Source: an optimization exercise on an open RTL-to-GDS flow (aim: small area, a short achievable clock period and few clock cycles per item). Production flows keep margins and buffers that such runs may drop. At most, simulation tests tie the RTL to the original design; equivalence was not proved. The RTL of run 1 was laid out without a check of its function. Power is estimated from default activity; no workload was simulated. No driver is modelled on the clock port, so clocking that relies on it looks cheaper here than on a real chip.

==> flow/design.v, too long to show whole: its modules and the start of the top module <==
// module output_fifo: 14 lines
// module power_tree_a: 688 lines
// module power_tree_b: 241 lines
// module output_ctrl: 91 lines
// module fft_computer: 70 lines
module fft_computer(
input        i_clk,
input        i_rst_n,
input        i_data_valid,
input [31:0] i_data,
output       o_data_ready,
output       o_data_valid,
output [31:0]o_data,
input        i_data_ready
);
  // ...
==> flow/flow/run.sh <==
#!/bin/bash
# The standard layout (standard.sh) at the same clock period, with
# timing repair aimed at a setup slack of SETUP_SLACK_MARGIN ns instead of 0
# and the port buffers started as buf_2 (repair may resize them).
set -euo pipefail
bash standard.sh SETUP_SLACK_MARGIN=7.0 "BUFFER_PORTS_ARGS=-buffer_cell sky130_fd_sc_hd__buf_2" finish > make.log 2>&1
==> flow/standard.sh <==
#!/bin/bash
# synth_recipe.tcl (not shown) runs the flow's synth.tcl, then flattens the netlist and writes it again
# the make line also repeats each setting of config.mk as NAME=value (left out here)
make -C /OpenROAD-flow-scripts/flow DESIGN_CONFIG=/design/flow/config.mk WORK_HOME=/design/flow/orfs CLKGATE_MAP_FILE= SYNTH_SCRIPT=/design/flow/synth_recipe.tcl "${@:-finish}"
==> flow/config.mk <==
export PLATFORM = sky130hd
export DESIGN_NAME = fft_computer
export DESIGN_NICKNAME = fft_computer
export VERILOG_FILES = /design/flow/design.v
export SDC_FILE = /design/flow/constraint.sdc
export NUM_CORES = 4
export LEC_CHECK = 0
export CAP_MARGIN = 20
export CORE_MARGIN = 2
export CORE_UTILIZATION = 60
export CTS_BUF_LIST = sky130_fd_sc_hd__clkbuf_16
export CTS_CLUSTER_DIAMETER = 80
export CTS_CLUSTER_SIZE = 36
export SLEW_MARGIN = 20
export SYNTH_MEMORY_MAX_BITS = 65536
==> flow/constraint.sdc <==
create_clock -name core_clock -period 10.0 [get_ports {i_clk}]
set_input_delay 2.0000 -clock core_clock [delete_from_list [all_inputs] [get_ports {i_clk}]]
set_output_delay 2.0000 -clock core_clock [all_outputs]
set_load 0.01 [all_outputs]
==> flow_summary.rst, run 1 <==
.. list-table::
   :header-rows: 1

   * - Metric
     - Value
   * - Run status
     - timing/DRC/antenna clean
   * - Number of placed I/O pins
     - 70
   * - Final cell count without fillers
     - 4,806
   * - Top cells by area, synth
     - dfxtp_1 80%, fa_1 8.1%, and2_1 2.3%
   * - Leakage power
     - 25.6 nW
   * - Final total negative setup slack
     - 0 ns
   * - Cell area after synthesis
     - 54,900 um2
   * - Number of buffers inserted by port buffering
     - 69
   * - Power per standard cell area
     - 277 nW/um2
   * - Flip-flop and latch count after synthesis
     - 2,212
   * - Full die area
     - 93,900 um2
   * - Number of global-route vias before repair
     - 22.7k
   * - FMAX
     - 304 MHz
   * - Start of the worst register-to-register path
     - x[6]
   * - Largest Register
     - store.sr
   * - Simple logic cell fraction of the synthesized area
     - 4.16%
   * - Proportion of cell area occupied by multi-input gates
     - 16.0%
   * - Clock-pin slew of the registers on the worst-case setup and hold paths
     - 0.11 ns
   * - Complex-gate fraction of the synthesized area
     - 1.03%
   * - Number of inverters outside the clock class in the layout
     - 259
   * - Logic pwr share
     - 6.3%
   * - Number of gates given a new drive strength after cts
     - 132
   * - Primary flip-flop cell chosen by synthesis mapping
     - dfxtp_1
   * - Highest-count cells in the layout ignoring fill and taps
     - 2,144 x dfxtp_1, 247 x inv_1, 185 x and2_1
   * - Number of inserted diodes
     - 2
   * - Post-synth top cells
     - 2,180 x dfxtp_1, 259 x inv_1, 223 x fa_1, 200 x and2_1, 125 x nand2_1
   * - Antenna violations before repair
     - 9
   * - Seq pwr share
     - 70.3%
==> module output_fifo, before the edit <==
module output_fifo #(
  parameter NPOINTS = 64
)(
  input         i_clk,
  input  [31:0] i_wr_data,    
  output [31:0] o_tap_pre,    
  output [31:0] o_head        
);
reg [32*NPOINTS-1:0] sr;
assign o_tap_pre = sr[32*(NPOINTS-1)-1 -: 32];
assign o_head    = sr[31:0];
always @(posedge i_clk)
    sr <= {sr[32*(NPOINTS-1)-1:0], i_wr_data};
endmodule
==> module power_tree_b, before the edit <==
module power_tree_b(
  input  [91:0] m,
  output [31:0] p
);
  wire s682 = m[3] ^ m[4];
  wire c683 = m[3] & m[4];
  wire s684 = m[6] ^ m[7];
  wire c685 = m[6] & m[7];
  wire s686 = m[8] ^ m[9] ^ m[10];
  wire c687 = (m[8] & m[9]) | (m[8] & m[10]) | (m[9] & m[10]);
  wire s688 = m[11] ^ m[12] ^ m[13];
  wire c689 = (m[11] & m[12]) | (m[11] & m[13]) | (m[12] & m[13]);
  wire s690 = m[14] ^ m[15] ^ m[16];
  wire c691 = (m[14] & m[15]) | (m[14] & m[16]) | (m[15] & m[16]);
  wire s692 = m[17] ^ m[18] ^ m[19];
  wire c693 = (m[17] & m[18]) | (m[17] & m[19]) | (m[18] & m[19]);
  wire s694 = m[20] ^ m[21] ^ m[22];
  wire c695 = (m[20] & m[21]) | (m[20] & m[22]) | (m[21] & m[22]);
  wire s696 = m[23] ^ m[24] ^ m[25];
  wire c697 = (m[23] & m[24]) | (m[23] & m[25]) | (m[24] & m[25]);
  wire s698 = m[26] ^ m[27] ^ m[28];
  wire c699 = (m[26] & m[27]) | (m[26] & m[28]) | (m[27] & m[28]);
  wire s700 = m[29] ^ m[30] ^ m[31];
  wire c701 = (m[29] & m[30]) | (m[29] & m[31]) | (m[30] & m[31]);
  wire s702 = m[32] ^ m[33] ^ m[34];
  wire c703 = (m[32] & m[33]) | (m[32] & m[34]) | (m[33] & m[34]);
  wire s704 = m[35] ^ m[36] ^ m[37];
  wire c705 = (m[35] & m[36]) | (m[35] & m[37]) | (m[36] & m[37]);
  wire s706 = m[38] ^ m[39] ^ m[40];
  wire c707 = (m[38] & m[39]) | (m[38] & m[40]) | (m[39] & m[40]);
  wire s708 = m[41] ^ m[42] ^ m[43];
  wire c709 = (m[41] & m[42]) | (m[41] & m[43]) | (m[42] & m[43]);
  wire s710 = m[44] ^ m[45] ^ m[46];
  wire c711 = (m[44] & m[45]) | (m[44] & m[46]) | (m[45] & m[46]);
  wire s712 = m[47] ^ m[48] ^ m[49];
  wire c713 = (m[47] & m[48]) | (m[47] & m[49]) | (m[48] & m[49]);
  wire s714 = m[50] ^ m[51] ^ m[52];
  wire c715 = (m[50] & m[51]) | (m[50] & m[52]) | (m[51] & m[52]);
  wire s716 = m[53] ^ m[54] ^ m[55];
  wire c717 = (m[53] & m[54]) | (m[53] & m[55]) | (m[54] & m[55]);
  wire s718 = m[56] ^ m[57] ^ m[58];
  wire c719 = (m[56] & m[57]) | (m[56] & m[58]) | (m[57] & m[58]);
  wire s720 = m[59] ^ m[60] ^ m[61];
  wire c721 = (m[59] & m[60]) | (m[59] & m[61]) | (m[60] & m[61]);
  wire s722 = m[62] ^ m[63] ^ m[64];
  wire c723 = (m[62] & m[63]) | (m[62] & m[64]) | (m[63] & m[64]);
  wire s724 = m[65] ^ m[66] ^ m[67];
  wire c725 = (m[65] & m[66]) | (m[65] & m[67]) | (m[66] & m[67]);
  wire s726 = m[68] ^ m[69] ^ m[70];
  wire c727 = (m[68] & m[69]) | (m[68] & m[70]) | (m[69] & m[70]);
  wire s728 = m[71] ^ m[72] ^ m[73];
  wire c729 = (m[71] & m[72]) | (m[71] & m[73]) | (m[72] & m[73]);
  wire s730 = m[74] ^ m[75] ^ m[76];
  wire c731 = (m[74] & m[75]) | (m[74] & m[76]) | (m[75] & m[76]);
  wire s732 = m[77] ^ m[78] ^ m[79];
  wire c733 = (m[77] & m[78]) | (m[77] & m[79]) | (m[78] & m[79]);
  wire s734 = m[80] ^ m[81] ^ m[82];
  wire c735 = (m[80] & m[81]) | (m[80] & m[82]) | (m[81] & m[82]);
  wire s736 = m[83] ^ m[84] ^ m[85];
  wire c737 = (m[83] & m[84]) | (m[83] & m[85]) | (m[84] & m[85]);
  wire s738 = m[86] ^ m[87] ^ m[88];
  wire c739 = (m[86] & m[87]) | (m[86] & m[88]) | (m[87] & m[88]);
  wire s740 = m[89] ^ m[90] ^ m[91];
  wire g0_0 = m[0] & m[1];
  wire p0_0 = m[0] ^ m[1];
  wire g0_2 = s682 & m[5];
  wire p0_2 = s682 ^ m[5];
  wire g0_3 = c683 & s684;
  wire p0_3 = c683 ^ s684;
  wire g0_4 = c685 & s686;
  wire p0_4 = c685 ^ s686;
  wire g0_5 = c687 & s688;
  wire p0_5 = c687 ^ s688;
  wire g0_6 = c689 & s690;
  wire p0_6 = c689 ^ s690;
  wire g0_7 = c691 & s692;
  wire p0_7 = c691 ^ s692;
  wire g0_8 = c693 & s694;
  wire p0_8 = c693 ^ s694;
  wire g0_9 = c695 & s696;
  wire p0_9 = c695 ^ s696;
  wire g0_10 = c697 & s698;
  wire p0_10 = c697 ^ s698;
  wire g0_11 = c699 & s700;
  wire p0_11 = c699 ^ s700;
  wire g0_12 = c701 & s702;
  wire p0_12 = c701 ^ s702;
  wire g0_13 = c703 & s704;
  wire p0_13 = c703 ^ s704;
  wire g0_14 = c705 & s706;
  wire p0_14 = c705 ^ s706;
  wire g0_15 = c707 & s708;
  wire p0_15 = c707 ^ s708;
  wire g0_16 = c709 & s710;
  wire p0_16 = c709 ^ s710;
  wire g0_17 = c711 & s712;
  wire p0_17 = c711 ^ s712;
  wire g0_18 = c713 & s714;
  wire p0_18 = c713 ^ s714;
  wire g0_19 = c715 & s716;
  wire p0_19 = c715 ^ s716;
  wire g0_20 = c717 & s718;
  wire p0_20 = c717 ^ s718;
  wire g0_21 = c719 & s720;
  wire p0_21 = c719 ^ s720;
  wire g0_22 = c721 & s722;
  wire p0_22 = c721 ^ s722;
  wire g0_23 = c723 & s724;
  wire p0_23 = c723 ^ s724;
  wire g0_24 = c725 & s726;
  wire p0_24 = c725 ^ s726;
  wire g0_25 = c727 & s728;
  wire p0_25 = c727 ^ s728;
  wire g0_26 = c729 & s730;
  wire p0_26 = c729 ^ s730;
  wire g0_27 = c731 & s732;
  wire p0_27 = c731 ^ s732;
  wire g0_28 = c733 & s734;
  wire p0_28 = c733 ^ s734;
  wire g0_29 = c735 & s736;
  wire p0_29 = c735 ^ s736;
  wire g0_30 = c737 & s738;
  wire p0_30 = c737 ^ s738;
  wire g0_31 = c739 & s740;
  wire p0_31 = c739 ^ s740;
  wire Gu0_1 = m[2] & g0_0;
  wire Pu0_1 = m[2] & p0_0;
  wire Gu0_3 = g0_3 | (p0_3 & g0_2);
  wire Pu0_3 = p0_3 & p0_2;
  wire Gu0_5 = g0_5 | (p0_5 & g0_4);
  wire Pu0_5 = p0_5 & p0_4;
  wire Gu0_7 = g0_7 | (p0_7 & g0_6);
  wire Pu0_7 = p0_7 & p0_6;
  wire Gu0_9 = g0_9 | (p0_9 & g0_8);
  wire Pu0_9 = p0_9 & p0_8;
  wire Gu0_11 = g0_11 | (p0_11 & g0_10);
  wire Pu0_11 = p0_11 & p0_10;
  wire Gu0_13 = g0_13 | (p0_13 & g0_12);
  wire Pu0_13 = p0_13 & p0_12;
  wire Gu0_15 = g0_15 | (p0_15 & g0_14);
  wire Pu0_15 = p0_15 & p0_14;
  wire Gu0_17 = g0_17 | (p0_17 & g0_16);
  wire Pu0_17 = p0_17 & p0_16;
  wire Gu0_19 = g0_19 | (p0_19 & g0_18);
  wire Pu0_19 = p0_19 & p0_18;
  wire Gu0_21 = g0_21 | (p0_21 & g0_20);
  wire Pu0_21 = p0_21 & p0_20;
  wire Gu0_23 = g0_23 | (p0_23 & g0_22);
  wire Pu0_23 = p0_23 & p0_22;
  wire Gu0_25 = g0_25 | (p0_25 & g0_24);
  wire Pu0_25 = p0_25 & p0_24;
  wire Gu0_27 = g0_27 | (p0_27 & g0_26);
  wire Pu0_27 = p0_27 & p0_26;
  wire Gu0_29 = g0_29 | (p0_29 & g0_28);
  wire Pu0_29 = p0_29 & p0_28;
  wire Gu0_31 = g0_31 | (p0_31 & g0_30);
  wire Pu0_31 = p0_31 & p0_30;
  wire Gu1_3 = Gu0_3 | (Pu0_3 & Gu0_1);
  wire Pu1_3 = Pu0_3 & Pu0_1;
  wire Gu1_7 = Gu0_7 | (Pu0_7 & Gu0_5);
  wire Pu1_7 = Pu0_7 & Pu0_5;
  wire Gu1_11 = Gu0_11 | (Pu0_11 & Gu0_9);
  wire Pu1_11 = Pu0_11 & Pu0_9;
  wire Gu1_15 = Gu0_15 | (Pu0_15 & Gu0_13);
  wire Pu1_15 = Pu0_15 & Pu0_13;
  wire Gu1_19 = Gu0_19 | (Pu0_19 & Gu0_17);
  wire Pu1_19 = Pu0_19 & Pu0_17;
  wire Gu1_23 = Gu0_23 | (Pu0_23 & Gu0_21);
  wire Pu1_23 = Pu0_23 & Pu0_21;
  wire Gu1_27 = Gu0_27 | (Pu0_27 & Gu0_25);
  wire Pu1_27 = Pu0_27 & Pu0_25;
  wire Gu1_31 = Gu0_31 | (Pu0_31 & Gu0_29);
  wire Pu1_31 = Pu0_31 & Pu0_29;
  wire Gu2_7 = Gu1_7 | (Pu1_7 & Gu1_3);
  wire Pu2_7 = Pu1_7 & Pu1_3;
  wire Gu2_15 = Gu1_15 | (Pu1_15 & Gu1_11);
  wire Pu2_15 = Pu1_15 & Pu1_11;
  wire Gu2_23 = Gu1_23 | (Pu1_23 & Gu1_19);
  wire Pu2_23 = Pu1_23 & Pu1_19;
  wire Gu2_31 = Gu1_31 | (Pu1_31 & Gu1_27);
  wire Pu2_31 = Pu1_31 & Pu1_27;
  wire Gu3_15 = Gu2_15 | (Pu2_15 & Gu2_7);
  wire Pu3_15 = Pu2_15 & Pu2_7;
  wire Gu3_31 = Gu2_31 | (Pu2_31 & Gu2_23);
  wire Pu3_31 = Pu2_31 & Pu2_23;
  wire Gu4_31 = Gu3_31 | (Pu3_31 & Gu3_15);
  wire Pu4_31 = Pu3_31 & Pu3_15;
  wire Gd5_23 = Gu2_23 | (Pu2_23 & Gu3_15);
  wire Pd5_23 = Pu2_23 & Pu3_15;
  wire Gd6_11 = Gu1_11 | (Pu1_11 & Gu2_7);
  wire Pd6_11 = Pu1_11 & Pu2_7;
  wire Gd6_19 = Gu1_19 | (Pu1_19 & Gu3_15);
  wire Pd6_19 = Pu1_19 & Pu3_15;
  wire Gd6_27 = Gu1_27 | (Pu1_27 & Gd5_23);
  wire Pd6_27 = Pu1_27 & Pd5_23;
  wire Gd7_5 = Gu0_5 | (Pu0_5 & Gu1_3);
  wire Pd7_5 = Pu0_5 & Pu1_3;
  wire Gd7_9 = Gu0_9 | (Pu0_9 & Gu2_7);
  wire Pd7_9 = Pu0_9 & Pu2_7;
  wire Gd7_13 = Gu0_13 | (Pu0_13 & Gd6_11);
  wire Pd7_13 = Pu0_13 & Pd6_11;
  wire Gd7_17 = Gu0_17 | (Pu0_17 & Gu3_15);
  wire Pd7_17 = Pu0_17 & Pu3_15;
  wire Gd7_21 = Gu0_21 | (Pu0_21 & Gd6_19);
  wire Pd7_21 = Pu0_21 & Pd6_19;
  wire Gd7_25 = Gu0_25 | (Pu0_25 & Gd5_23);
  wire Pd7_25 = Pu0_25 & Pd5_23;
  wire Gd7_29 = Gu0_29 | (Pu0_29 & Gd6_27);
  wire Pd7_29 = Pu0_29 & Pd6_27;
  wire Gd8_2 = g0_2 | (p0_2 & Gu0_1);
  wire Pd8_2 = p0_2 & Pu0_1;
  wire Gd8_4 = g0_4 | (p0_4 & Gu1_3);
  wire Pd8_4 = p0_4 & Pu1_3;
  wire Gd8_6 = g0_6 | (p0_6 & Gd7_5);
  wire Pd8_6 = p0_6 & Pd7_5;
  wire Gd8_8 = g0_8 | (p0_8 & Gu2_7);
  wire Pd8_8 = p0_8 & Pu2_7;
  wire Gd8_10 = g0_10 | (p0_10 & Gd7_9);
  wire Pd8_10 = p0_10 & Pd7_9;
  wire Gd8_12 = g0_12 | (p0_12 & Gd6_11);
  wire Pd8_12 = p0_12 & Pd6_11;
  wire Gd8_14 = g0_14 | (p0_14 & Gd7_13);
  wire Pd8_14 = p0_14 & Pd7_13;
  wire Gd8_16 = g0_16 | (p0_16 & Gu3_15);
  wire Pd8_16 = p0_16 & Pu3_15;
  wire Gd8_18 = g0_18 | (p0_18 & Gd7_17);
  wire Pd8_18 = p0_18 & Pd7_17;
  wire Gd8_20 = g0_20 | (p0_20 & Gd6_19);
  wire Pd8_20 = p0_20 & Pd6_19;
  wire Gd8_22 = g0_22 | (p0_22 & Gd7_21);
  wire Pd8_22 = p0_22 & Pd7_21;
  wire Gd8_24 = g0_24 | (p0_24 & Gd5_23);
  wire Pd8_24 = p0_24 & Pd5_23;
  wire Gd8_26 = g0_26 | (p0_26 & Gd7_25);
  wire Pd8_26 = p0_26 & Pd7_25;
  wire Gd8_28 = g0_28 | (p0_28 & Gd6_27);
  wire Pd8_28 = p0_28 & Pd6_27;
  wire Gd8_30 = g0_30 | (p0_30 & Gd7_29);
  wire Pd8_30 = p0_30 & Pd7_29;
  assign p = {(p0_31 ^ Gd8_30), (p0_30 ^ Gd7_29), (p0_29 ^ Gd8_28), (p0_28 ^ Gd6_27), (p0_27 ^ Gd8_26), (p0_26 ^ Gd7_25), (p0_25 ^ Gd8_24), (p0_24 ^ Gd5_23), (p0_23 ^ Gd8_22), (p0_22 ^ Gd7_21), (p0_21 ^ Gd8_20), (p0_20 ^ Gd6_19), (p0_19 ^ Gd8_18), (p0_18 ^ Gd7_17), (p0_17 ^ Gd8_16), (p0_16 ^ Gu3_15), (p0_15 ^ Gd8_14), (p0_14 ^ Gd7_13), (p0_13 ^ Gd8_12), (p0_12 ^ Gd6_11), (p0_11 ^ Gd8_10), (p0_10 ^ Gd7_9), (p0_9 ^ Gd8_8), (p0_8 ^ Gu2_7), (p0_7 ^ Gd8_6), (p0_6 ^ Gd7_5), (p0_5 ^ Gd8_4), (p0_4 ^ Gu1_3), (p0_3 ^ Gd8_2), (p0_2 ^ Gu0_1), (m[2] ^ g0_0), p0_0};
endmodule
==> module output_ctrl, before the edit <==
module output_ctrl #(
  parameter LAT = 3             
)(
  input        i_clk,
  input        i_rst_n,
  input        i_data_valid,
  output       o_data_ready,
  output       o_acc,           
  output       o_win,           
  output       o_ld,            
  output       o_data_valid,
  input        i_data_ready,
  input        i_wr_sum         
);
reg [5:0] k;         
reg       win;       
reg [5:0] din;       
reg [5:0] dout;      
reg [5:0] rcnt;      
reg [6:0] avail;     
reg       pend;      
reg       rdy;
reg       can_ld;
reg       ovalid;
wire acc = i_data_valid & rdy;
wire ld  = can_ld & (~ovalid | i_data_ready);
assign o_data_ready = rdy;
assign o_acc        = acc;
assign o_win        = win;
assign o_ld         = ld;
assign o_data_valid = ovalid;
function rdy_next;
    input       a, l;
    input [5:0] k, din, rcnt;
    input       win, pend;
    reg   [5:0] k_n, rcnt_n;
    reg         win_n, pend_n, aligned_n, free_n, first_n;
    begin
        k_n       = a ? k + 6'd1 : k;
        win_n     = (a & (k == 6'd63)) ? ~win : win;
        rcnt_n    = l ? rcnt + 6'd1 : rcnt;
        pend_n    = (pend & ~(l & (rcnt == 6'd63))) | (a & win);
        aligned_n = a | (din == 6'd63);
        first_n   = (k_n == 6'd0) & ~win_n;
        free_n    = win_n | ~pend_n | (k_n < rcnt_n);
        rdy_next  = free_n & (aligned_n | (first_n & ~pend_n));
    end
endfunction
wire r00 = rdy_next(1'b0, 1'b0, k, din, rcnt, win, pend);
wire r01 = rdy_next(1'b0, 1'b1, k, din, rcnt, win, pend);
wire r10 = rdy_next(1'b1, 1'b0, k, din, rcnt, win, pend);
wire r11 = rdy_next(1'b1, 1'b1, k, din, rcnt, win, pend);
wire [6:0] avw  = avail + {6'd0, i_wr_sum};
wire       c0   = (avw != 7'd0) & (dout == 6'd63);
wire       c1   = (avw != 7'd1) & (dout == 6'd0);
wire       rebase = acc & ~win & (k == 6'd0) & ~pend;
always @(posedge i_clk)
begin
    if(!i_rst_n)
    begin
        k      <= 6'd0;
        win    <= 1'b0;
        din    <= 6'd0;
        dout   <= 6'd0;
        rcnt   <= 6'd0;
        avail  <= 7'd0;
        pend   <= 1'b0;
        rdy    <= 1'b1;
        can_ld <= 1'b0;
        ovalid <= 1'b0;
    end
    else
    begin
        if(acc)
        begin
            k <= k + 6'd1;
            if(k == 6'd63)
                win <= ~win;
        end
        din    <= acc ? 6'd0 : din + 6'd1;
        dout   <= rebase ? 6'd1 - LAT : (ld ? dout : dout + 6'd1);
        if(ld)
            rcnt <= rcnt + 6'd1;
        avail  <= ld ? avw - 7'd1 : avw;
        pend   <= (pend & ~(ld & (rcnt == 6'd63))) | (acc & win);
        rdy    <= acc ? (ld ? r11 : r10) : (ld ? r01 : r00);
        can_ld <= ld ? c1 : c0;
        ovalid <= ld | (ovalid & ~i_data_ready);
    end
end
endmodule
==> module fft_computer, before the edit <==
module fft_computer(
input        i_clk,
input        i_rst_n,
input        i_data_valid,
input [31:0] i_data,
output       o_data_ready,
output       o_data_valid,
output [31:0]o_data,
input        i_data_ready
);
localparam MW = 92;      
wire        acc, win, ld;
wire [31:0] tap, head, sum;
wire [MW-1:0] m_d;
reg  [31:0]   x;         
reg           v1, w1;
reg  [MW-1:0] m;         
reg           v2, w2;
reg  [31:0]   out_r;
output_ctrl ctrl (
    .i_clk(i_clk),
    .i_rst_n(i_rst_n),
    .i_data_valid(i_data_valid),
    .o_data_ready(o_data_ready),
    .o_acc(acc),
    .o_win(win),
    .o_ld(ld),
    .o_data_valid(o_data_valid),
    .i_data_ready(i_data_ready),
    .i_wr_sum(v2 & w2)
);
power_tree_a tree_a (
    .x(x),
    .p0((v1 & ~w1) ? 32'd0 : tap),
    .m(m_d)
);
power_tree_b tree_b (
    .m(m),
    .p(sum)
);
output_fifo store (
    .i_clk(i_clk),
    .i_wr_data(sum),
    .o_tap_pre(tap),
    .o_head(head)
);
always @(posedge i_clk)
begin
    x  <= {i_data[31:16], acc ? i_data[15:0] : 16'd0};
    w1 <= win;
    m  <= m_d;
    w2 <= w1;
    if(ld)
        out_r <= head;
end
always @(posedge i_clk)
begin
    if(!i_rst_n)
    begin
        v1 <= 1'b0;
        v2 <= 1'b0;
    end
    else
    begin
        v1 <= acc;
        v2 <= v1;
    end
end
assign o_data = out_r;
endmodule
==> run 2: changes to the inputs <==
--- a/flow/design.v
+++ b/flow/design.v
@@ -1,26 +1,27 @@
 module output_fifo #(
-  parameter NPOINTS = 64
+  parameter STAGES = 63,
+  parameter HEAD   = 60         
 )(
   input         i_clk,
-  input  [31:0] i_wr_data,    
-  output [31:0] o_tap_pre,    
-  output [31:0] o_head        
+  input  [31:0] i_wr_data,      
+  output [31:0] o_tap_pre,      
+  output [31:0] o_head          
 );
-reg [32*NPOINTS-1:0] sr;
-assign o_tap_pre = sr[32*(NPOINTS-1)-1 -: 32];
-assign o_head    = sr[31:0];
+reg [32*STAGES-1:0] sr;
+assign o_tap_pre = sr[32*STAGES-1 -: 32];
+assign o_head    = sr[32*(HEAD+1)-1 -: 32];
 always @(posedge i_clk)
-    sr <= {sr[32*(NPOINTS-1)-1:0], i_wr_data};
+    sr <= {sr[32*(STAGES-1)-1:0], i_wr_data};
 endmodule
 module power_tree_a(
   input  [31:0] x,
   input  [31:0] p0,
-  output [91:0] m
+  output [71:0] m
 );
   wire pp1 = x[0] & x[1];
   wire pp2 = x[0] & x[2];
   wire pp3 = x[0] & x[3];
   wire pp4 = x[0] & x[4];
   wire pp5 = x[0] & x[5];
   wire pp6 = x[0] & x[6];
   wire pp7 = x[0] & x[7];
@@ -692,148 +693,144 @@
   wire s673 = c606 ^ s609 ^ c608;
   wire c674 = (c606 & s609) | (c606 & c608) | (s609 & c608);
   wire s675 = c610 ^ c612 ^ s613;
   wire c676 = (c610 & c612) | (c610 & s613) | (c612 & s613);
   wire s677 = c614 ^ c616 ^ s617;
   wire c678 = (c614 & c616) | (c614 & s617) | (c616 & s617);
   wire s679 = c618 ^ c620 ^ s621;
   wire c680 = (c618 & c620) | (c618 & s621) | (c620 & s621);
-  wire s681 = c622 ^ c624 ^ s625;
-  assign m = {s626, s681, c680, s623, s679, c678, s619, s677, c676, s615, s675, c674, s611, s673, c672, s607, s671, c670, s603, s669, c668, s599, s667, c666, s595, s665, c664, s591, s663, c662, s587, s661, c660, s583, s659, c658, s579, s657, c656, s575, s655, c654, s571, s653, c652, s567, s651, c650, s563, s649, c648, s559, s647, c646, s555, s645, c644, s551, s643, c642, s547, s641, c640, s543, s639, c638, s539, s637, c636, s535, s635, c634, s531, s633, c632, s529, s631, c630, p0[5], s629, c628, p0[4], pp16, s627, p0[3], pp2, p0[2], pp1, x[1], p0[1], p0[0], x[0]};
+  wire s681 = x[1] ^ pp1 ^ p0[2];
+  wire c682 = (x[1] & pp1) | (x[1] & p0[2]) | (pp1 & p0[2]);
+  wire s683 = pp2 ^ p0[3] ^ c682;
+  wire c684 = (pp2 & p0[3]) | (pp2 & c682) | (p0[3] & c682);
+  wire s685 = pp16 ^ p0[4] ^ s627;
+  wire c686 = (pp16 & p0[4]) | (pp16 & s627) | (p0[4] & s627);
+  wire s687 = p0[5] ^ c628 ^ s629;
+  wire c688 = (p0[5] & c628) | (p0[5] & s629) | (c628 & s629);
+  wire s689 = c630 ^ s631 ^ s529;
+  wire c690 = (c630 & s631) | (c630 & s529) | (s631 & s529);
+  wire s691 = c632 ^ s531 ^ s633;
+  wire c692 = (c632 & s531) | (c632 & s633) | (s531 & s633);
+  wire s693 = s535 ^ c634 ^ s635;
+  wire c694 = (s535 & c634) | (s535 & s635) | (c634 & s635);
+  wire s695 = s539 ^ c636 ^ s637;
+  wire c696 = (s539 & c636) | (s539 & s637) | (c636 & s637);
+  wire s697 = c638 ^ s639 ^ s543;
+  wire c698 = (c638 & s639) | (c638 & s543) | (s639 & s543);
+  wire s699 = c640 ^ s547 ^ s641;
+  wire c700 = (c640 & s547) | (c640 & s641) | (s547 & s641);
+  wire s701 = s551 ^ c642 ^ s643;
+  wire c702 = (s551 & c642) | (s551 & s643) | (c642 & s643);
+  wire s703 = s555 ^ c644 ^ s645;
+  wire c704 = (s555 & c644) | (s555 & s645) | (c644 & s645);
+  wire s705 = s559 ^ c646 ^ s647;
+  wire c706 = (s559 & c646) | (s559 & s647) | (c646 & s647);
+  wire s707 = s563 ^ c648 ^ s649;
+  wire c708 = (s563 & c648) | (s563 & s649) | (c648 & s649);
+  wire s709 = c650 ^ s651 ^ s567;
+  wire c710 = (c650 & s651) | (c650 & s567) | (s651 & s567);
+  wire s711 = c652 ^ s571 ^ s653;
+  wire c712 = (c652 & s571) | (c652 & s653) | (s571 & s653);
+  wire s713 = s575 ^ c654 ^ s655;
+  wire c714 = (s575 & c654) | (s575 & s655) | (c654 & s655);
+  wire s715 = s579 ^ c656 ^ s657;
+  wire c716 = (s579 & c656) | (s579 & s657) | (c656 & s657);
+  wire s717 = s583 ^ c658 ^ s659;
+  wire c718 = (s583 & c658) | (s583 & s659) | (c658 & s659);
+  wire s719 = s587 ^ c660 ^ s661;
+  wire c720 = (s587 & c660) | (s587 & s661) | (c660 & s661);
+  wire s721 = s591 ^ c662 ^ s663;
+  wire c722 = (s591 & c662) | (s591 & s663) | (c662 & s663);
+  wire s723 = c664 ^ s665 ^ s595;
+  wire c724 = (c664 & s665) | (c664 & s595) | (s665 & s595);
+  assign m = {s626, s625, c624, c622, c680, s623, s679, c678, s619, s677, c676, s615, s675, c674, s611, s673, c672, s607, s671, c670, s603, s669, c668, c724, s599, s667, c666, s723, c722, s721, c720, s719, c718, s717, c716, s715, c714, s713, c712, s711, c710, s709, c708, s707, c706, s705, c704, s703, c702, s701, c700, s699, c698, s697, c696, s695, c694, s693, c692, s691, c690, s689, c688, s687, c686, s685, c684, s683, s681, p0[1], p0[0], x[0]};
 endmodule
 module power_tree_b(
-  input  [91:0] m,
+  input  [71:0] m,
   output [31:0] p
 );
-  wire s682 = m[3] ^ m[4];
-  wire c683 = m[3] & m[4];
-  wire s684 = m[6] ^ m[7];
-  wire c685 = m[6] & m[7];
-  wire s686 = m[8] ^ m[9] ^ m[10];
-  wire c687 = (m[8] & m[9]) | (m[8] & m[10]) | (m[9] & m[10]);
-  wire s688 = m[11] ^ m[12] ^ m[13];
-  wire c689 = (m[11] & m[12]) | (m[11] & m[13]) | (m[12] & m[13]);
-  wire s690 = m[14] ^ m[15] ^ m[16];
-  wire c691 = (m[14] & m[15]) | (m[14] & m[16]) | (m[15] & m[16]);
-  wire s692 = m[17] ^ m[18] ^ m[19];
-  wire c693 = (m[17] & m[18]) | (m[17] & m[19]) | (m[18] & m[19]);
-  wire s694 = m[20] ^ m[21] ^ m[22];
-  wire c695 = (m[20] & m[21]) | (m[20] & m[22]) | (m[21] & m[22]);
-  wire s696 = m[23] ^ m[24] ^ m[25];
-  wire c697 = (m[23] & m[24]) | (m[23] & m[25]) | (m[24] & m[25]);
-  wire s698 = m[26] ^ m[27] ^ m[28];
-  wire c699 = (m[26] & m[27]) | (m[26] & m[28]) | (m[27] & m[28]);
-  wire s700 = m[29] ^ m[30] ^ m[31];
-  wire c701 = (m[29] & m[30]) | (m[29] & m[31]) | (m[30] & m[31]);
-  wire s702 = m[32] ^ m[33] ^ m[34];
-  wire c703 = (m[32] & m[33]) | (m[32] & m[34]) | (m[33] & m[34]);
-  wire s704 = m[35] ^ m[36] ^ m[37];
-  wire c705 = (m[35] & m[36]) | (m[35] & m[37]) | (m[36] & m[37]);
-  wire s706 = m[38] ^ m[39] ^ m[40];
-  wire c707 = (m[38] & m[39]) | (m[38] & m[40]) | (m[39] & m[40]);
-  wire s708 = m[41] ^ m[42] ^ m[43];
-  wire c709 = (m[41] & m[42]) | (m[41] & m[43]) | (m[42] & m[43]);
-  wire s710 = m[44] ^ m[45] ^ m[46];
-  wire c711 = (m[44] & m[45]) | (m[44] & m[46]) | (m[45] & m[46]);
-  wire s712 = m[47] ^ m[48] ^ m[49];
-  wire c713 = (m[47] & m[48]) | (m[47] & m[49]) | (m[48] & m[49]);
-  wire s714 = m[50] ^ m[51] ^ m[52];
-  wire c715 = (m[50] & m[51]) | (m[50] & m[52]) | (m[51] & m[52]);
-  wire s716 = m[53] ^ m[54] ^ m[55];
-  wire c717 = (m[53] & m[54]) | (m[53] & m[55]) | (m[54] & m[55]);
-  wire s718 = m[56] ^ m[57] ^ m[58];
-  wire c719 = (m[56] & m[57]) | (m[56] & m[58]) | (m[57] & m[58]);
-  wire s720 = m[59] ^ m[60] ^ m[61];
-  wire c721 = (m[59] & m[60]) | (m[59] & m[61]) | (m[60] & m[61]);
-  wire s722 = m[62] ^ m[63] ^ m[64];
-  wire c723 = (m[62] & m[63]) | (m[62] & m[64]) | (m[63] & m[64]);
-  wire s724 = m[65] ^ m[66] ^ m[67];
-  wire c725 = (m[65] & m[66]) | (m[65] & m[67]) | (m[66] & m[67]);
-  wire s726 = m[68] ^ m[69] ^ m[70];
-  wire c727 = (m[68] & m[69]) | (m[68] & m[70]) | (m[69] & m[70]);
-  wire s728 = m[71] ^ m[72] ^ m[73];
-  wire c729 = (m[71] & m[72]) | (m[71] & m[73]) | (m[72] & m[73]);
-  wire s730 = m[74] ^ m[75] ^ m[76];
-  wire c731 = (m[74] & m[75]) | (m[74] & m[76]) | (m[75] & m[76]);
-  wire s732 = m[77] ^ m[78] ^ m[79];
-  wire c733 = (m[77] & m[78]) | (m[77] & m[79]) | (m[78] & m[79]);
-  wire s734 = m[80] ^ m[81] ^ m[82];
-  wire c735 = (m[80] & m[81]) | (m[80] & m[82]) | (m[81] & m[82]);
-  wire s736 = m[83] ^ m[84] ^ m[85];
-  wire c737 = (m[83] & m[84]) | (m[83] & m[85]) | (m[84] & m[85]);
-  wire s738 = m[86] ^ m[87] ^ m[88];
-  wire c739 = (m[86] & m[87]) | (m[86] & m[88]) | (m[87] & m[88]);
-  wire s740 = m[89] ^ m[90] ^ m[91];
+  wire s725 = m[45] ^ m[46] ^ m[47];
+  wire c726 = (m[45] & m[46]) | (m[45] & m[47]) | (m[46] & m[47]);
+  wire s727 = m[49] ^ m[50] ^ m[51];
+  wire c728 = (m[49] & m[50]) | (m[49] & m[51]) | (m[50] & m[51]);
+  wire s729 = m[52] ^ m[53] ^ m[54];
+  wire c730 = (m[52] & m[53]) | (m[52] & m[54]) | (m[53] & m[54]);
+  wire s731 = m[55] ^ m[56] ^ m[57];
+  wire c732 = (m[55] & m[56]) | (m[55] & m[57]) | (m[56] & m[57]);
+  wire s733 = m[58] ^ m[59] ^ m[60];
+  wire c734 = (m[58] & m[59]) | (m[58] & m[60]) | (m[59] & m[60]);
+  wire s735 = m[61] ^ m[62] ^ m[63];
+  wire c736 = (m[61] & m[62]) | (m[61] & m[63]) | (m[62] & m[63]);
+  wire s737 = m[64] ^ m[65] ^ m[66];
+  wire c738 = (m[64] & m[65]) | (m[64] & m[66]) | (m[65] & m[66]);
+  wire s739 = m[67] ^ m[68] ^ m[69];
+  wire s740 = m[70] ^ m[71];
+  wire s741 = c738 ^ s739;
   wire g0_0 = m[0] & m[1];
   wire p0_0 = m[0] ^ m[1];
-  wire g0_2 = s682 & m[5];
-  wire p0_2 = s682 ^ m[5];
-  wire g0_3 = c683 & s684;
-  wire p0_3 = c683 ^ s684;
-  wire g0_4 = c685 & s686;
-  wire p0_4 = c685 ^ s686;
-  wire g0_5 = c687 & s688;
-  wire p0_5 = c687 ^ s688;
-  wire g0_6 = c689 & s690;
-  wire p0_6 = c689 ^ s690;
-  wire g0_7 = c691 & s692;
-  wire p0_7 = c691 ^ s692;
-  wire g0_8 = c693 & s694;
-  wire p0_8 = c693 ^ s694;
-  wire g0_9 = c695 & s696;
-  wire p0_9 = c695 ^ s696;
-  wire g0_10 = c697 & s698;
-  wire p0_10 = c697 ^ s698;
-  wire g0_11 = c699 & s700;
-  wire p0_11 = c699 ^ s700;
-  wire g0_12 = c701 & s702;
-  wire p0_12 = c701 ^ s702;
-  wire g0_13 = c703 & s704;
-  wire p0_13 = c703 ^ s704;
-  wire g0_14 = c705 & s706;
-  wire p0_14 = c705 ^ s706;
-  wire g0_15 = c707 & s708;
-  wire p0_15 = c707 ^ s708;
-  wire g0_16 = c709 & s710;
-  wire p0_16 = c709 ^ s710;
-  wire g0_17 = c711 & s712;
-  wire p0_17 = c711 ^ s712;
-  wire g0_18 = c713 & s714;
-  wire p0_18 = c713 ^ s714;
-  wire g0_19 = c715 & s716;
-  wire p0_19 = c715 ^ s716;
-  wire g0_20 = c717 & s718;
-  wire p0_20 = c717 ^ s718;
-  wire g0_21 = c719 & s720;
-  wire p0_21 = c719 ^ s720;
-  wire g0_22 = c721 & s722;
-  wire p0_22 = c721 ^ s722;
-  wire g0_23 = c723 & s724;
-  wire p0_23 = c723 ^ s724;
-  wire g0_24 = c725 & s726;
-  wire p0_24 = c725 ^ s726;
-  wire g0_25 = c727 & s728;
-  wire p0_25 = c727 ^ s728;
-  wire g0_26 = c729 & s730;
-  wire p0_26 = c729 ^ s730;
-  wire g0_27 = c731 & s732;
-  wire p0_27 = c731 ^ s732;
-  wire g0_28 = c733 & s734;
-  wire p0_28 = c733 ^ s734;
-  wire g0_29 = c735 & s736;
-  wire p0_29 = c735 ^ s736;
-  wire g0_30 = c737 & s738;
-  wire p0_30 = c737 ^ s738;
-  wire g0_31 = c739 & s740;
-  wire p0_31 = c739 ^ s740;
+  wire g0_4 = m[5] & m[6];
+  wire p0_4 = m[5] ^ m[6];
+  wire g0_5 = m[7] & m[8];
+  wire p0_5 = m[7] ^ m[8];
+  wire g0_6 = m[9] & m[10];
+  wire p0_6 = m[9] ^ m[10];
+  wire g0_7 = m[11] & m[12];
+  wire p0_7 = m[11] ^ m[12];
+  wire g0_8 = m[13] & m[14];
+  wire p0_8 = m[13] ^ m[14];
+  wire g0_9 = m[15] & m[16];
+  wire p0_9 = m[15] ^ m[16];
+  wire g0_10 = m[17] & m[18];
+  wire p0_10 = m[17] ^ m[18];
+  wire g0_11 = m[19] & m[20];
+  wire p0_11 = m[19] ^ m[20];
+  wire g0_12 = m[21] & m[22];
+  wire p0_12 = m[21] ^ m[22];
+  wire g0_13 = m[23] & m[24];
+  wire p0_13 = m[23] ^ m[24];
+  wire g0_14 = m[25] & m[26];
+  wire p0_14 = m[25] ^ m[26];
+  wire g0_15 = m[27] & m[28];
+  wire p0_15 = m[27] ^ m[28];
+  wire g0_16 = m[29] & m[30];
+  wire p0_16 = m[29] ^ m[30];
+  wire g0_17 = m[31] & m[32];
+  wire p0_17 = m[31] ^ m[32];
+  wire g0_18 = m[33] & m[34];
+  wire p0_18 = m[33] ^ m[34];
+  wire g0_19 = m[35] & m[36];
+  wire p0_19 = m[35] ^ m[36];
+  wire g0_20 = m[37] & m[38];
+  wire p0_20 = m[37] ^ m[38];
+  wire g0_21 = m[39] & m[40];
+  wire p0_21 = m[39] ^ m[40];
+  wire g0_22 = m[41] & m[42];
+  wire p0_22 = m[41] ^ m[42];
+  wire g0_23 = m[43] & m[44];
+  wire p0_23 = m[43] ^ m[44];
+  wire g0_24 = m[48] & s725;
+  wire p0_24 = m[48] ^ s725;
+  wire g0_25 = c726 & s727;
+  wire p0_25 = c726 ^ s727;
+  wire g0_26 = c728 & s729;
+  wire p0_26 = c728 ^ s729;
+  wire g0_27 = c730 & s731;
+  wire p0_27 = c730 ^ s731;
+  wire g0_28 = c732 & s733;
+  wire p0_28 = c732 ^ s733;
+  wire g0_29 = c734 & s735;
+  wire p0_29 = c734 ^ s735;
+  wire g0_30 = c736 & s737;
+  wire p0_30 = c736 ^ s737;
+  wire g0_31 = s741 & s740;
+  wire p0_31 = s741 ^ s740;
   wire Gu0_1 = m[2] & g0_0;
   wire Pu0_1 = m[2] & p0_0;
-  wire Gu0_3 = g0_3 | (p0_3 & g0_2);
-  wire Pu0_3 = p0_3 & p0_2;
+  wire Pu0_3 = m[4] & m[3];
   wire Gu0_5 = g0_5 | (p0_5 & g0_4);
   wire Pu0_5 = p0_5 & p0_4;
   wire Gu0_7 = g0_7 | (p0_7 & g0_6);
   wire Pu0_7 = p0_7 & p0_6;
   wire Gu0_9 = g0_9 | (p0_9 & g0_8);
   wire Pu0_9 = p0_9 & p0_8;
   wire Gu0_11 = g0_11 | (p0_11 & g0_10);
   wire Pu0_11 = p0_11 & p0_10;
@@ -852,17 +849,17 @@
   wire Gu0_25 = g0_25 | (p0_25 & g0_24);
   wire Pu0_25 = p0_25 & p0_24;
   wire Gu0_27 = g0_27 | (p0_27 & g0_26);
   wire Pu0_27 = p0_27 & p0_26;
   wire Gu0_29 = g0_29 | (p0_29 & g0_28);
   wire Pu0_29 = p0_29 & p0_28;
   wire Gu0_31 = g0_31 | (p0_31 & g0_30);
   wire Pu0_31 = p0_31 & p0_30;
-  wire Gu1_3 = Gu0_3 | (Pu0_3 & Gu0_1);
+  wire Gu1_3 = Pu0_3 & Gu0_1;
   wire Pu1_3 = Pu0_3 & Pu0_1;
   wire Gu1_7 = Gu0_7 | (Pu0_7 & Gu0_5);
   wire Pu1_7 = Pu0_7 & Pu0_5;
   wire Gu1_11 = Gu0_11 | (Pu0_11 & Gu0_9);
   wire Pu1_11 = Pu0_11 & Pu0_9;
   wire Gu1_15 = Gu0_15 | (Pu0_15 & Gu0_13);
   wire Pu1_15 = Pu0_15 & Pu0_13;
   wire Gu1_19 = Gu0_19 | (Pu0_19 & Gu0_17);
@@ -904,18 +901,18 @@
   wire Gd7_17 = Gu0_17 | (Pu0_17 & Gu3_15);
   wire Pd7_17 = Pu0_17 & Pu3_15;
   wire Gd7_21 = Gu0_21 | (Pu0_21 & Gd6_19);
   wire Pd7_21 = Pu0_21 & Pd6_19;
   wire Gd7_25 = Gu0_25 | (Pu0_25 & Gd5_23);
   wire Pd7_25 = Pu0_25 & Pd5_23;
   wire Gd7_29 = Gu0_29 | (Pu0_29 & Gd6_27);
   wire Pd7_29 = Pu0_29 & Pd6_27;
-  wire Gd8_2 = g0_2 | (p0_2 & Gu0_1);
-  wire Pd8_2 = p0_2 & Pu0_1;
+  wire Gd8_2 = m[3] & Gu0_1;
+  wire Pd8_2 = m[3] & Pu0_1;
   wire Gd8_4 = g0_4 | (p0_4 & Gu1_3);
   wire Pd8_4 = p0_4 & Pu1_3;
   wire Gd8_6 = g0_6 | (p0_6 & Gd7_5);
   wire Pd8_6 = p0_6 & Pd7_5;
   wire Gd8_8 = g0_8 | (p0_8 & Gu2_7);
   wire Pd8_8 = p0_8 & Pu2_7;
   wire Gd8_10 = g0_10 | (p0_10 & Gd7_9);
   wire Pd8_10 = p0_10 & Pd7_9;
@@ -934,44 +931,44 @@
   wire Gd8_24 = g0_24 | (p0_24 & Gd5_23);
   wire Pd8_24 = p0_24 & Pd5_23;
   wire Gd8_26 = g0_26 | (p0_26 & Gd7_25);
   wire Pd8_26 = p0_26 & Pd7_25;
   wire Gd8_28 = g0_28 | (p0_28 & Gd6_27);
   wire Pd8_28 = p0_28 & Pd6_27;
   wire Gd8_30 = g0_30 | (p0_30 & Gd7_29);
   wire Pd8_30 = p0_30 & Pd7_29;
-  assign p = {(p0_31 ^ Gd8_30), (p0_30 ^ Gd7_29), (p0_29 ^ Gd8_28), (p0_28 ^ Gd6_27), (p0_27 ^ Gd8_26), (p0_26 ^ Gd7_25), (p0_25 ^ Gd8_24), (p0_24 ^ Gd5_23), (p0_23 ^ Gd8_22), (p0_22 ^ Gd7_21), (p0_21 ^ Gd8_20), (p0_20 ^ Gd6_19), (p0_19 ^ Gd8_18), (p0_18 ^ Gd7_17), (p0_17 ^ Gd8_16), (p0_16 ^ Gu3_15), (p0_15 ^ Gd8_14), (p0_14 ^ Gd7_13), (p0_13 ^ Gd8_12), (p0_12 ^ Gd6_11), (p0_11 ^ Gd8_10), (p0_10 ^ Gd7_9), (p0_9 ^ Gd8_8), (p0_8 ^ Gu2_7), (p0_7 ^ Gd8_6), (p0_6 ^ Gd7_5), (p0_5 ^ Gd8_4), (p0_4 ^ Gu1_3), (p0_3 ^ Gd8_2), (p0_2 ^ Gu0_1), (m[2] ^ g0_0), p0_0};
+  assign p = {(p0_31 ^ Gd8_30), (p0_30 ^ Gd7_29), (p0_29 ^ Gd8_28), (p0_28 ^ Gd6_27), (p0_27 ^ Gd8_26), (p0_26 ^ Gd7_25), (p0_25 ^ Gd8_24), (p0_24 ^ Gd5_23), (p0_23 ^ Gd8_22), (p0_22 ^ Gd7_21), (p0_21 ^ Gd8_20), (p0_20 ^ Gd6_19), (p0_19 ^ Gd8_18), (p0_18 ^ Gd7_17), (p0_17 ^ Gd8_16), (p0_16 ^ Gu3_15), (p0_15 ^ Gd8_14), (p0_14 ^ Gd7_13), (p0_13 ^ Gd8_12), (p0_12 ^ Gd6_11), (p0_11 ^ Gd8_10), (p0_10 ^ Gd7_9), (p0_9 ^ Gd8_8), (p0_8 ^ Gu2_7), (p0_7 ^ Gd8_6), (p0_6 ^ Gd7_5), (p0_5 ^ Gd8_4), (p0_4 ^ Gu1_3), (m[4] ^ Gd8_2), (m[3] ^ Gu0_1), (m[2] ^ g0_0), p0_0};
 endmodule
 module output_ctrl #(
-  parameter LAT = 3             
+  parameter LAT = 63            
 )(
   input        i_clk,
   input        i_rst_n,
   input        i_data_valid,
   output       o_data_ready,
   output       o_acc,           
   output       o_win,           
   output       o_ld,            
   output       o_data_valid,
-  input        i_data_ready,
-  input        i_wr_sum         
+  input        i_data_ready
 );
 reg [5:0] k;         
 reg       win;       
 reg [5:0] din;       
 reg [5:0] dout;      
 reg [5:0] rcnt;      
-reg [6:0] avail;     
 reg       pend;      
+reg       done;      
 reg       rdy;
 reg       can_ld;
 reg       ovalid;
-wire acc = i_data_valid & rdy;
-wire ld  = can_ld & (~ovalid | i_data_ready);
+wire acc  = i_data_valid & rdy;
+wire comp = acc & win & (k == 6'd63);             
+wire ld   = (can_ld | comp) & (~ovalid | i_data_ready);
 assign o_data_ready = rdy;
 assign o_acc        = acc;
 assign o_win        = win;
 assign o_ld         = ld;
 assign o_data_valid = ovalid;
 function rdy_next;
     input       a, l;
     input [5:0] k, din, rcnt;
@@ -988,117 +985,113 @@
         free_n    = win_n | ~pend_n | (k_n < rcnt_n);
         rdy_next  = free_n & (aligned_n | (first_n & ~pend_n));
     end
 endfunction
 wire r00 = rdy_next(1'b0, 1'b0, k, din, rcnt, win, pend);
 wire r01 = rdy_next(1'b0, 1'b1, k, din, rcnt, win, pend);
 wire r10 = rdy_next(1'b1, 1'b0, k, din, rcnt, win, pend);
 wire r11 = rdy_next(1'b1, 1'b1, k, din, rcnt, win, pend);
-wire [6:0] avw  = avail + {6'd0, i_wr_sum};
-wire       c0   = (avw != 7'd0) & (dout == 6'd63);
-wire       c1   = (avw != 7'd1) & (dout == 6'd0);
+wire       dn   = done | comp;
+wire       c0   = dn & (dout == 6'd63);
+wire       c1   = dn & (rcnt != 6'd63) & (dout == 6'd0);
 wire       rebase = acc & ~win & (k == 6'd0) & ~pend;
 always @(posedge i_clk)
 begin
     if(!i_rst_n)
     begin
         k      <= 6'd0;
         win    <= 1'b0;
         din    <= 6'd0;
         dout   <= 6'd0;
         rcnt   <= 6'd0;
-        avail  <= 7'd0;
         pend   <= 1'b0;
+        done   <= 1'b0;
         rdy    <= 1'b1;
         can_ld <= 1'b0;
         ovalid <= 1'b0;
     end
     else
     begin
         if(acc)
         begin
             k <= k + 6'd1;
             if(k == 6'd63)
                 win <= ~win;
         end
         din    <= acc ? 6'd0 : din + 6'd1;
         dout   <= rebase ? 6'd1 - LAT : (ld ? dout : dout + 6'd1);
         if(ld)
             rcnt <= rcnt + 6'd1;
-        avail  <= ld ? avw - 7'd1 : avw;
         pend   <= (pend & ~(ld & (rcnt == 6'd63))) | (acc & win);
+        done   <= dn & ~(ld & (rcnt == 6'd63));
         rdy    <= acc ? (ld ? r11 : r10) : (ld ? r01 : r00);
         can_ld <= ld ? c1 : c0;
         ovalid <= ld | (ovalid & ~i_data_ready);
     end
 end
 endmodule
 module fft_computer(
 input        i_clk,
 input        i_rst_n,
 input        i_data_valid,
 input [31:0] i_data,
 output       o_data_ready,
 output       o_data_valid,
 output [31:0]o_data,
 input        i_data_ready
 );
-localparam MW = 92;      
+localparam MW   = 72;    
+localparam HEAD = 60;    
 wire        acc, win, ld;
 wire [31:0] tap, head, sum;
 wire [MW-1:0] m_d;
 reg  [31:0]   x;         
 reg           v1, w1;
 reg  [MW-1:0] m;         
-reg           v2, w2;
 reg  [31:0]   out_r;
-output_ctrl ctrl (
+output_ctrl #(
+    .LAT(3 + HEAD)
+) ctrl (
     .i_clk(i_clk),
     .i_rst_n(i_rst_n),
     .i_data_valid(i_data_valid),
     .o_data_ready(o_data_ready),
     .o_acc(acc),
     .o_win(win),
     .o_ld(ld),
     .o_data_valid(o_data_valid),
-    .i_data_ready(i_data_ready),
-    .i_wr_sum(v2 & w2)
+    .i_data_ready(i_data_ready)
 );
 power_tree_a tree_a (
     .x(x),
     .p0((v1 & ~w1) ? 32'd0 : tap),
     .m(m_d)
 );
 power_tree_b tree_b (
     .m(m),
     .p(sum)
 );
-output_fifo store (
+output_fifo #(
+    .HEAD(HEAD)
+) store (
     .i_clk(i_clk),
     .i_wr_data(sum),
     .o_tap_pre(tap),
     .o_head(head)
 );
 always @(posedge i_clk)
 begin
     x  <= {i_data[31:16], acc ? i_data[15:0] : 16'd0};
     w1 <= win;
     m  <= m_d;
-    w2 <= w1;
     if(ld)
         out_r <= head;
 end
 always @(posedge i_clk)
 begin
     if(!i_rst_n)
-    begin
         v1 <= 1'b0;
-        v2 <= 1'b0;
-    end
     else
-    begin
         v1 <= acc;
-        v2 <= v1;
-    end
 end
 assign o_data = out_r;
 endmodule
==> flow/flow/run.sh (replaced) <==
#!/bin/bash
# The standard layout (standard.sh) at the same clock period, with:
# - timing repair aimed at a setup slack of SETUP_SLACK_MARGIN ns instead of 0,
# - port buffers started as buf_2 (repair may resize them),
# - clock tree synthesis without dummy load cells.
set -euo pipefail
CTS="-sink_clustering_enable -repair_clock_nets -sink_clustering_size 32 -sink_clustering_max_diameter 70 -buf_list sky130_fd_sc_hd__clkbuf_16 -dont_use_dummy_load"
bash standard.sh SETUP_SLACK_MARGIN=7.0 "BUFFER_PORTS_ARGS=-buffer_cell sky130_fd_sc_hd__buf_2" "CTS_ARGS=$CTS" finish > make.log 2>&1
==> flow/config.mk (replaced) <==
export PLATFORM = sky130hd
export DESIGN_NAME = fft_computer
export DESIGN_NICKNAME = fft_computer
export VERILOG_FILES = /design/flow/design.v
export SDC_FILE = /design/flow/constraint.sdc
export NUM_CORES = 4
export LEC_CHECK = 0
export CAP_MARGIN = 20
export CORE_MARGIN = 2
export CORE_UTILIZATION = 60
export CTS_BUF_LIST = sky130_fd_sc_hd__clkbuf_16
export CTS_CLUSTER_DIAMETER = 70
export CTS_CLUSTER_SIZE = 32
export SLEW_MARGIN = 20
export SYNTH_MEMORY_MAX_BITS = 65536
==> run 2 against run 1 <==
Net effect: still clean on timing, DRC and antenna; worst setup slack better by 0.016 ns; combinational power shrank 17%; cell count fell by 2.0%; register-to-register slack improved by 0.02 ns; first-iteration DRC count is 5.6% lower; largest cell class unchanged; largest power group unchanged.
==> flow_summary.rst, run 2 <==
.. list-table::
   :header-rows: 1

   * - Metric
     - Value
   * - Overall die width
     - 304 um (was 306 um)
   * - Clock-pin slew of the registers on the worst-case setup and hold paths
     - 0.11 ns (about the same)
   * - Clock insertion delay at the later pin of the skew report
     - 0.66 ns (about the same)
   * - Final total negative setup slack
     - 0 ns (unchanged)
   * - Root buf cell
     - clkbuf_16 (unchanged)
   * - First-pass iteration count of the detailed router
     - 5 (unchanged)
   * - Largest Register
     - store.sr (unchanged)
   * - Worst IR drop on VDD
     - 206 uV (was 266 uV)
   * - Number of levels in the clock H-tree
     - 3 (unchanged)
   * - Routed wire length
     - 78.8 mm (was 77.5 mm)
   * - Flip-flop and latch count after synthesis
     - 2,184 (was 2,212)
   * - Met3 track utilization from global routing
     - 3.84% (was 3.10%)
   * - Portion of synthesized cell area occupied by the leading cell type
     - 79.9% (was 79.5%)
   * - Time the worst path needs with I/O delays and setup
     - 3.27 ns (was 3.29 ns)
   * - Number of global-route vias before repair
     - 22.7k (about the same)
   * - Max Slew Vio Count
     - 0 (unchanged)
   * - Antenna violation net count after detailed routing
     - 0 (unchanged)
   * - R2R Setup Slk
     - 6.73 ns (was 6.71 ns)
   * - Inserted Clock Buffers
     - 83 (was 76)
   * - Proportion of register bits with asynchronous set or reset after synthesis
     - 0% (unchanged)
   * - Count of cell types in the netlist
     - 51 (was 49)
   * - Fraction of final layout cells sized beyond drive strength 1
     - 10.8% (was 11.1%)
   * - Area of the core
     - 88,800 um2 (was 90,300 um2)
   * - Commonest non-fill, non-tap cell in the layout
     - dfxtp_1 (unchanged)
   * - Antenna violations before repair
     - 8 (was 9)
   * - Logic pwr share
     - 5.3% (was 6.3%)
   * - Registers with the most flip-flops
     - store.sr: 2016 flops, m: 72 flops (was store.sr: 2016 flops, m: 92 flops)
   * - Highest-count cells in the layout ignoring fill and taps
     - 2,122 x dfxtp_1, 226 x inv_1, 187 x fa_1 (was 2,144 x dfxtp_1, 247 x inv_1, 185 x and2_1)
   * - Post-Syn Area per Cell
     - 16.0 um2 (about the same)
   * - Proportion of total power due to net switching
     - 20.9% (was 21.7%)
   * - Number of warning messages in the yosys log
     - 3 (unchanged)
   * - Number of nets in the finished design
     - 3,885 (was 3,944)
   * - Number of buffers inserted by port buffering
     - 69 (unchanged)
   * - Global routing usage on met2
     - 26.1% (was 25.6%)
   * - Vertical die dimension
     - 304 um (was 306 um)
   * - Final hold vios
     - 0 (unchanged)
   * - Global routing met1 resource utilization
     - 26.1% (was 25.8%)
   * - Clock tree from TritonCTS
     - yes (unchanged)
   * - Number of core rows
     - 109 (was 110)
   * - HPWL after DPL
     - 47.0 mm (was 47.1 mm)
   * - First-pass GRT wire length
     - 126 mm (was 125 mm)
   * - Number of cells traversed by the worst register-to-register path
     - 10 (was 12)
   * - Hold Path Depth
     - 0 (unchanged)
   * - Total global routing track utilization
     - 17.6% (was 17.1%)
   * - Final clock skew
     - 0.0889 ns (was 0.0392 ns)
   * - Critical-path maximum fanout
     - 5 (was 3)
   * - Top cells by area, synth
     - dfxtp_1 80%, fa_1 8.3%, ha_1 1.8% (was dfxtp_1 80%, fa_1 8.1%, and2_1 2.3%)
   * - Number of placed I/O pins
     - 70 (unchanged)
   * - Class of the tightest hold or removal check
     - reg -> reg (unchanged)
   * - Switching power
     - 3.39 mW (was 3.62 mW)
   * - Worst-case headroom to the max-slew limit
     - 49.6% (was 48.1%)
   * - Run status
     - timing/DRC/antenna clean (unchanged)
   * - Post-synth top cells
     - 2,152 x dfxtp_1, 250 x inv_1, 223 x fa_1, 163 x nand2_1, 151 x and2_1 (was 2,180 x dfxtp_1, 259 x inv_1, 223 x fa_1, 200 x and2_1, 125 x nand2_1)
   * - FMAX
     - 306 MHz (was 304 MHz)
   * - Final setup viols
     - 0 (unchanged)
   * - Total nets after synthesis
     - 3,700 (was 3,774)
   * - Number of vias per cell
     - 4.55 (was 4.52)
   * - Layer with the highest usage after global routing
     - met2 (was met1)
   * - Finished Cell Area
     - 58,900 um2 (was 60,200 um2)
   * - Grt ovf
     - 0 (unchanged)
   * - Worst-margin pin slew
     - 0.737 ns (was 0.778 ns)
   * - Seq pwr share
     - 71.3% (was 70.3%)
   * - Number of enable flip-flop cells after synthesis
     - 32 (unchanged)
   * - Primary flip-flop cell chosen by synthesis mapping
     - dfxtp_1 (unchanged)
   * - Worst endpoint required time
     - 10.45 ns (was 10.56 ns)
   * - Relative area change from synthesis to final layout
     - 9.17% (was 9.70%)
   * - Total Power Consumption
     - 16.2 mW (was 16.6 mW)
   * - Initial drt markers
     - 1,037 (was 1,098)
   * - Share of the yosys chip area belonging to registers
     - 81.7% (was 81.3%)
   * - Leakage power
     - 24.7 nW (was 25.6 nW)
   * - Count leader, synth
     - dfxtp_1 (unchanged)
   * - Instance area after placement
     - 55,700 um2 (was 56,700 um2)
   * - CTS Buffer Depth
     - 3 (unchanged)
   * - Cell area after synthesis
     - 53,900 um2 (was 54,900 um2)
   * - Clock power frac
     - 23.4% (about the same)
   * - Cells after Synth
     - 3,363 (was 3,430)
   * - Remaining routing DRC violations
     - 0 (unchanged)
   * - Number of violations of the max-capacitance limit
     - 0 (unchanged)
   * - Start of the worst register-to-register path
     - x[15] (was x[6])
   * - Largest net degree at the start of global routing
     - 38 (unchanged)
   * - Largest register FFs
     - 2,016 (unchanged)
   * - Largest area contributor in the netlist
     - dfxtp_1 (unchanged)
   * - Startpoint-to-endpoint class of the critical path
     - reg -> reg (unchanged)
   * - Final routed wire length divided by cell count
     - 16.7 um (was 16.1 um)
   * - Fillcell total
     - 6,102 (was 6,315)
   * - Via count
     - 21.4k (was 21.7k)
   * - Tcrit/Tclk final
     - 32.7% (was 32.9%)
   * - Starting density of the core
     - 60.7% (was 60.8%)
   * - Critical Path Start
     - x[15] (was x[6])
   * - RSZ-0062 raised after global routing
     - true (unchanged)
   * - CP Capture Type
     - register (unchanged)
   * - Placer congestion estimate
     - 0.815 (was 0.805)
   * - Internal Power
     - 12.9 mW (was 13.0 mW)
   * - Startpoint types
     - register (unchanged)
   * - Full die area
     - 92,300 um2 (was 93,900 um2)
   * - Data arrival time of the critical path
     - 3.72 ns (was 3.85 ns)
   * - Power per standard cell area
     - 276 nW/um2 (was 277 nW/um2)
   * - Clock tree sinks
     - 2,184 (was 2,212)
   * - Beginning of the worst hold path
     - store.sr[1396] (was store.sr[1942])
[run 2: changes by cell type in the layout (fill, tap and decap cells not counted), sizes merged, moves of 8 or more]
| cell | before | now |
|---|---|---|
| dfxtp | 2180 | 2152 |
| o21ai | 15 | 23 |
| xnor2 | 57 | 47 |
| nand2 | 125 | 163 |
| inv | 279 | 250 |
| and2 | 200 | 152 |
[run 2: critical path: stages (launching register included)]
cell and delay [ns]:
dfxtp_4 0.39, buf_6 0.13, buf_4 0.13, and2_4 0.15, fa_2 0.54, fa_1 0.46, fa_2 0.36, inv_2 0.06
fa_1 0.40, inv_1 0.08, fa_2 0.42
[run 2: cell type report]
type	instances	area [um2]	area share [%]
repair buffers	151	1190	2.02
multi-input cells	876	9050	15.4
clock buffers	83	2080	3.53
inverters	252	961	1.63
well taps	1165	1460	2.48
flip-flops and latches	2184	44100	75.0
diodes	1	2.50	0.00425
[run 2: metal layers]
| metal | routed length, um | vias to the layer above | part of all wire [%] |
|---|---|---|---|
| li1 | - | 10500 | - |
| met1 | 39700 | 10500 | 50 |
| met2 | 33000 | 314 | 42 |
| met3 | 3950 | 143 | 5.0 |
| met4 | 2130 | 10 | 2.7 |
| met5 | 59 | - | 0.075 |
[run 2: cell families after synthesis]
logic type | Yosys count | synth area share [%]
buf+inv | 303 | 2.12
xor+xnor | 74 | 1.20
fa+ha+maj | 301 | 10.1
simple gates | 416 | 3.92
flops | 2184 | 81.7
compound gates | 85 | 0.986
[run 2: metrics by stage]
stage	worst slack (ns)	std cells	hold slack, ns	util, %
floorplan	6.82	3363	0.310	-
global placement	6.25	4550	0.310	62.8
detailed placement	6.20	4550	0.312	62.8
CTS	6.71	4706	0.263	66.1
global route	6.64	4711	0.271	66.3
finish	6.73	4712	0.264	66.3
[run 2: timing repair]
item                       4_1_cts  5_1_grt
hold buffers                     0        0
buffers inserted                72        5
gates cloned                     1        0
pin swaps                       35       21
setup endpoints to repair       97       75
gates resized for setup         96       43
[run 2: worst paths after layout]
path | end
worst min-delay path | store.sr[1428]
worst max-delay path | m[36]
worst max register to register | m[36]
worst min register to register | store.sr[1428]
[run 2: power groups by stage]
stage | clock, mW | sequential, mW | combinational (mW)
floorplan | 0 | 11.5 | 0.544
global placement | 0 | 11.7 | 0.751
detailed placement | 0 | 11.8 | 0.745
CTS | 3.92 | 11.6 | 0.859
global route | 4.21 | 11.8 | 0.994
finish | 3.80 | 11.6 | 0.864
Testbench counts of run 2, summed over its fixed seeds: cycles 8,704, items 4,096.

==> separate check: timing with driven ports <==
No port has a modelled driver above. Below, the same layouts with a new extraction and two added sets of constraints.
Step 1 sets driving cells, clkbuf_16 on the clock port and buf_2 on the other inputs (assumed; they add their load-dependent delay and slew).
Step 2 also shifts input and output timing later by t, the mid clock arrival at the registers, as if the neighbouring blocks saw the same clock.
Slacks: ideal ports / drivers / drivers and shift; pairs: ideal ports / drivers.
run | t (ns) | setup slack, ns | hold slack, ns | cell pins on the clock port's net
run 1 | 0.707 | 6.714 / 6.669 / 6.410 | 0.318 / 0.318 / 0.318 | 1
run 2 | 0.691 | 6.729 / 6.708 / 6.447 | 0.264 / 0.264 / 0.264 | 1
After both steps every run listed still meets setup and hold. For run 1, which loses most, drivers alone change the setup slack by -0.045 ns; drivers and shift together by -0.304 ns.
